Background: an optimization exercise with open tools, aiming at small area and a short achievable clock period. Do not read the settings as production practice. The RTL was checked by simulation tests, not by an equivalence proof against the original design. No activity file was given, so power comes from the tool's default toggle rates.

==> flow/design.v, too long to show whole: its modules and the start of the top module <==
// module game_top: 17463 lines
module game_top(clk, keypad_in, dip_in, adc_data_in, seg_com, seg_data, seg_single_data, led_out, f_led1, f_led2, f_led3, f_led4, lcd_rs, lcd_rw, lcd_en, lcd_data, servo_pwm, step_motor_phase, piezo_out, adc_cs_n, adc_sclk
, adc_din);
  // ...
==> flow/flow/run.sh <==
#!/bin/bash
# Layout flow: the standard ORFS flow (standard.sh, unchanged synthesis, floorplan,
# power grid, placement, CTS, routing), with three settings passed to make:
#  - port buffers are buf_2 cells;
#  - clock tree synthesis inserts no dummy loads and uses sink clusters of up to 20;
#  - repair_timing aims for a setup slack of 22.5 ns at the design's 30 ns clock,
#    so that the paths that set the achieved period are sized and buffered.
# All tool output goes to flow_standard.log here (ORFS's per-step logs are in orfs/logs).
set -uo pipefail
bash standard.sh finish \
  "BUFFER_PORTS_ARGS=-buffer_cell sky130_fd_sc_hd__buf_2" \
  "CTS_ARGS=-sink_clustering_enable -repair_clock_nets -dont_use_dummy_load -sink_clustering_size 20 -sink_clustering_max_diameter 120" \
  "SETUP_SLACK_MARGIN=22.5" > flow_standard.log 2>&1
==> flow/standard.sh <==
#!/bin/bash
# synth_recipe.tcl (not shown) runs the flow's synth.tcl, then flattens the netlist and writes it again
# the make line also repeats each setting of config.mk as NAME=value (left out here)
make -C /OpenROAD-flow-scripts/flow DESIGN_CONFIG=/design/flow/config.mk WORK_HOME=/design/flow/orfs CLKGATE_MAP_FILE= SYNTH_SCRIPT=/design/flow/synth_recipe.tcl "${@:-finish}"
==> flow/config.mk <==
export PLATFORM = sky130hd
export DESIGN_NAME = game_top
export DESIGN_NICKNAME = game_top
export VERILOG_FILES = /design/flow/design.v
export SDC_FILE = /design/flow/constraint.sdc
export NUM_CORES = 4
export LEC_CHECK = 0
export ABC_AREA = 1
export CAP_MARGIN = 20
export CORE_MARGIN = 2
export CORE_UTILIZATION = 40
export PLACE_DENSITY = 0.6
export SLEW_MARGIN = 20
==> flow/constraint.sdc <==
create_clock -name core_clock -period 30.0 [get_ports {clk}]
set_input_delay 6.0000 -clock core_clock [delete_from_list [all_inputs] [get_ports {clk}]]
set_output_delay 6.0000 -clock core_clock [all_outputs]
set_load 0.01 [all_outputs]
==> impl_metrics.py, run 1 <==
metrics = {
    "outcome": {
        "status": "complete, no violations",
    },
    "critical_path": {
        "cp_num_buf_inv": 2,
        "end_kind": "output port",
        "crit_chain": "inv_1, buf_2",
        "worstPathRequired_ns": 24.00,
        "cp_max_fo": 4,
        "reg2reg_slack_ns": 25.44,
    },
    "logic_synthesis": {
        "synth_top_family_by_area": "simple AND/OR/NAND/NOR gates",
        "yosys.area_share.simple_pct": 20.92,
        "synth_flop_cell": "dfrtp_1",
        "synth-compound-area-share_pct": 12.58,
        "ys_types": 66,
        "synth.top_cell.area_share_pct": 31.21,
    },
    "layout": {
        "fillCellCount": 5193,
        "clock_buffers": 25,
        "design_area_um2": 23120,
        "layout_commonest_cell": "nand2_1",
        "drive_above_1_share_pct": 8.228,
        "num-nonclk-inverters": 496,
        "diodes": 1,
        "multi_input_cells": 1649,
        "largestClassByArea": "sequential cells",
    },
    "global_route": {
        "grt_util_met2_pct": 28.72,
        "grt_util_met1_pct": 26.02,
        "grt_max_degree": 123,
    },
    "placed_design": {
        "gp_congestion": 0.9055,
        "post-dp-hpwl_mm": 37.95,
        "numPortBuffers": 82,
    },
    "floorplan": {
        "die_h_um": 235.3,
    },
    "drt": {
        "met2WireLength_mm": 22.51,
    },
    "cts": {
        "cts_buffer_depth": 3,
    },
    "sta": {
        "hold_viol": 0,
        "setup_slack_ns": 22.83,
    },
    "power": {
        "total_power_mw": 1.552,
    },
    "hold_path": {
        "min_path_type": "register to register",
    },
}
==> run 2: changes to the inputs <==
==> flow/flow/run.sh (replaced) <==
#!/bin/bash
# Layout flow: the standard ORFS flow (standard.sh, unchanged synthesis, floorplan,
# power grid, placement, CTS, routing), with three settings passed to make:
#  - port buffers are buf_2 cells;
#  - clock tree synthesis inserts no dummy loads and uses sink clusters of up to 25;
#  - repair_timing aims for a setup slack of 22.5 ns at the design's 30 ns clock,
#    so that the paths that set the achieved period are sized and buffered.
# All tool output goes to flow_standard.log here (ORFS's per-step logs are in orfs/logs).
set -uo pipefail
bash standard.sh finish \
  "BUFFER_PORTS_ARGS=-buffer_cell sky130_fd_sc_hd__buf_2" \
  "CTS_ARGS=-sink_clustering_enable -repair_clock_nets -dont_use_dummy_load -sink_clustering_size 25 -sink_clustering_max_diameter 150" \
  "SETUP_SLACK_MARGIN=22.5" > flow_standard.log 2>&1
==> run 2 against run 1 <==
Effect of this change:
- register-to-register slack about the same
- clock-buffer cell count fell by 4
- wire length down 0.62%
- maximum frequency increased by 0.27%
- synthesized cell count stayed put
- highest routed layer unchanged
- hold slack lost 0.0045 ns
- non-clock buffer count is the same
- first-iteration DRC count fell by 1.6%
- cell count down 0.12%
- combinational power is essentially flat
- largest power group unchanged
==> impl_metrics.py, run 2 <==
metrics = {
    "global_route": {
        "antenna_found_initial": 2,
        "grt.total_usage_pct": 17.87,
        "grt_util_met1_pct": 26.10,
        "grt.overflow.total": 0,
        "grt_util_met2_pct": 28.68,
        "grt_pass1_vias": 16186,
        "grt_pass1_wl_mm": 82.26,
        "grt_max_degree": 123,
        "grt_util_met3_pct": 1.923,
        "top_usage_layer": "met2",
    },
    "critical_path": {
        "cpMaxStageDelayCell": "dfrtp_1",
        "critPathKind": "register to output port",
        "crit_family": "flip-flops",
        "end_kind": "output port",
        "cp_num_buf_inv": 2,
        "crit_chain": "inv_1, buf_2",
        "worstPathRequired_ns": 24.00,
        "cp.arrival_ns": 1.15,
        "start_kind": "register",
        "cp_max_fo": 4,
        "max_stage_delay_ns": 0.38,
    },
    "logic_synthesis": {
        "syn_area_um2": 21410,
        "synth_flop_cell": "dfrtp_1",
        "yosys.area.top_type": "dfrtp_1",
        "yosys_warnings": 1,
        "synth.most_common_cell": "nand2_1",
        "synth.avg_cell_area_um2": 8.183,
        "seq_area_frac_synth_pct": 49.94,
        "ys_seq_elements": 425,
        "ys_types": 66,
        "synth_edf_count": 54,
        "synth.top_cell.area_share_pct": 31.21,
        "ys_async_sr_fraction_pct": 74.35,
        "synthTopCellsByCount": "505 x nand2_1, 485 x inv_1, 275 x nor2_1, 267 x dfrtp_1, 186 x o21ai_0",
        "synthCells": 2616,
        "synth_area_leaders": "dfrtp_1 31%, nand2_1 8.9%, inv_1 8.5%",
    },
    "drt": {
        "drc_errors": 0,
        "wl_mm": 49.89,
        "drt_first_pass_iters": 5,
        "drt_iter0_markers": 1470,
        "ant_nets": 0,
        "dr_total_vias": 17098,
        "viasPerCell": 5.072,
        "wl_per_cell_um": 14.80,
    },
    "floorplan": {
        "coreArea_um2": 52760,
        "initial_core_util_pct": 40.57,
        "die-area_um2": 55380,
        "die_h_um": 235.3,
        "boundaryPins": 86,
        "num_rows": 84,
        "die_x_um": 235.3,
    },
    "cts": {
        "cts_tree": "yes",
        "cts_buffers": 21,
        "cts_hold_buf": 0,
        "clk_pin_slew_worst_paths_ns": 0.10,
        "root_buffer": "clkbuf_16",
        "cts_max_level": 1,
        "clk_latency_ns": 0.56,
        "cts.sinks": 425,
        "cts_resized": 0,
        "cts_setup_buffers": 0,
        "cts_buffer_depth": 3,
    },
    "sta": {
        "fin_crit_ns": 7.150,
        "tightest_slew_ns": 1.053,
        "tns_ns": 0,
        "finalSetupViolCount": 0,
        "period_share_pct": 23.83,
        "rsz0062_at_grt": "no",
        "slew_headroom_pct": 29.05,
        "whs_ns": 0.3497,
        "finClkSkew_ns": 0.07606,
        "hold_viol": 0,
        "fmax_ghz": 0.1399,
        "finalMaxSlewViolations": 0,
    },
    "layout": {
        "final_cell_mix": "505 x nand2_1, 485 x inv_1, 275 x nor2_1",
        "fillCellCount": 5212,
        "seq_area_um2": 10690,
        "multi_input_area_um2": 8584,
        "layout_commonest_cell": "nand2_1",
        "fin_nets": 2765,
        "drive_above_1_share_pct": 8.091,
        "design_area_um2": 23020,
        "area_growth_pct": 7.516,
    },
    "outcome": {
        "status": "complete, no violations",
    },
    "flow_run": {
        "max-cap-violations": 0,
    },
    "placed_design": {
        "post-dp-hpwl_mm": 37.95,
        "dpl_cell_area_um2": 22490,
        "numPortBuffers": 82,
        "gp_congestion": 0.9055,
    },
    "power": {
        "leakage_nw": 11.17,
        "power.density_nw_per_um2": 66.10,
        "total_power_mw": 1.521,
        "max-vdd-ir-drop_mv": 0.03881,
    },
    "hold_path": {
        "min_path_type": "register to register",
    },
}
run 2: layer usage:
| metal | up-vias | share of wire (%) |
|---|---|---|
| met1 | 8090 | 49 |
| li1 | 8523 | - |
| met2 | 421 | 45 |
| met4 | 2 | 2.0 |
| met3 | 62 | 4.5 |
| met5 | - | 0.026 |
run 2: metrics by stage:
step,cells,util (%),setup WS (ns)
floorplan,2618,-,23.39
global placement,3349,42.61,22.34
detailed placement,3349,42.62,22.27
CTS,3370,43.62,22.81
global route,3370,43.62,22.68
finish,3371,43.62,22.85
run 2: report_power, final:
part           internal [mW]  leakage (nW)  switching, mW  total (mW)
Sequential             0.688          4.99         0.0688       0.757
Clock                  0.126         0.259          0.175       0.301
Combinational          0.156          5.92          0.307       0.464
Total                  0.970          11.2          0.551        1.52
run 2: worst paths after layout:
| check | start | end | slack (ns) | cells after the start |
|---|---|---|---|---|
| worst max-delay path | cG$_DFF_PN0_ | f_led4[0] | 22.85 | 2 |
| worst min register to register | l2[9]$_DFF_PN0_ | l2[10]$_DFF_PN1_ | 0.35 | 0 |
| worst max register to register | register | register | 25.44 | 31 |
| max in group asynchronous | keypad_in[8] | asynchronous set/reset pin | 22.99 | 2 |
| min in group asynchronous | keypad_in[8] | kd[6].c[1]$_DFF_PN0_ | 5.50 | 1 |
| worst min-delay path | l2[9]$_DFF_PN0_ | l2[10]$_DFF_PN1_ | 0.35 | 0 |
run 2: cell type report:
| type | instances | area share, % |
|---|---|---|
| antenna | 1 | 0.01087 |
| clock buffer | 21 | 2.283 |
| inverter | 496 | 8.095 |
| multi-input combinational | 1649 | 37.30 |
| sequential | 425 | 46.45 |
| tap | 688 | 3.740 |
| timing repair buffer | 91 | 2.120 |
run 2: worst reg2reg max path: cells and delay by family, from the launching register on:
family | cells | cell delay, ns
AOI/OAI and AO/OA | 4 | 0.64
xor gates and xnor gates | 1 | 0.20
adders and majority gates | 3 | 0.59
buffers and inverters | 4 | 0.26
DFF | 1 | 0.61
and+or+nand+nor | 19 | 1.99
run 2: cell families after synthesis:
group / Yosys count / synth area share [%]
muxes: 7 / 0.3682
buffers and inverters: 544 / 10.01
and+or+nand+nor: 1054 / 20.92
xor gates and xnor gates: 66 / 2.700
other: 1 / 0.01752
adders and majority gates: 59 / 3.448
AOI/OAI and AO/OA: 460 / 12.58
DFF: 425 / 49.94

==> static timing again, ports no longer ideal <==
Ports are ideal in the flow. The routed layouts listed here were re-timed in OpenROAD.
Step 1 assumes that a clkbuf_16 drives the clock port and a buf_2 every other input.
Step 2 adds t to the input delays and takes it off the output delays; t is the mean of the earliest and latest rising clock arrival at the registers after step 1. Input paths then give back, and output paths get back, about the clock's delay inside the block.
Slacks: ideal ports / drivers / drivers and shift; pairs: ideal ports / drivers.
run | t, ns | slack for setup (ns) | worst hold slack (ns) | worst data-port slew with drivers (ns) | cell pins on the clock port's net
run 1 | 0.607 | 22.831 / 22.775 / 22.363 | 0.354 / 0.354 / 0.354 | 0.06 | 1
run 2 | 0.573 | 22.850 / 22.797 / 22.416 | 0.350 / 0.350 / 0.350 | 0.06 | 1
After both steps setup and hold are still met in every run listed. The setup slack of run 1, which loses most, moves by -0.056 ns with the drivers and by -0.468 ns with both steps. Setup slack includes reset recovery checks.
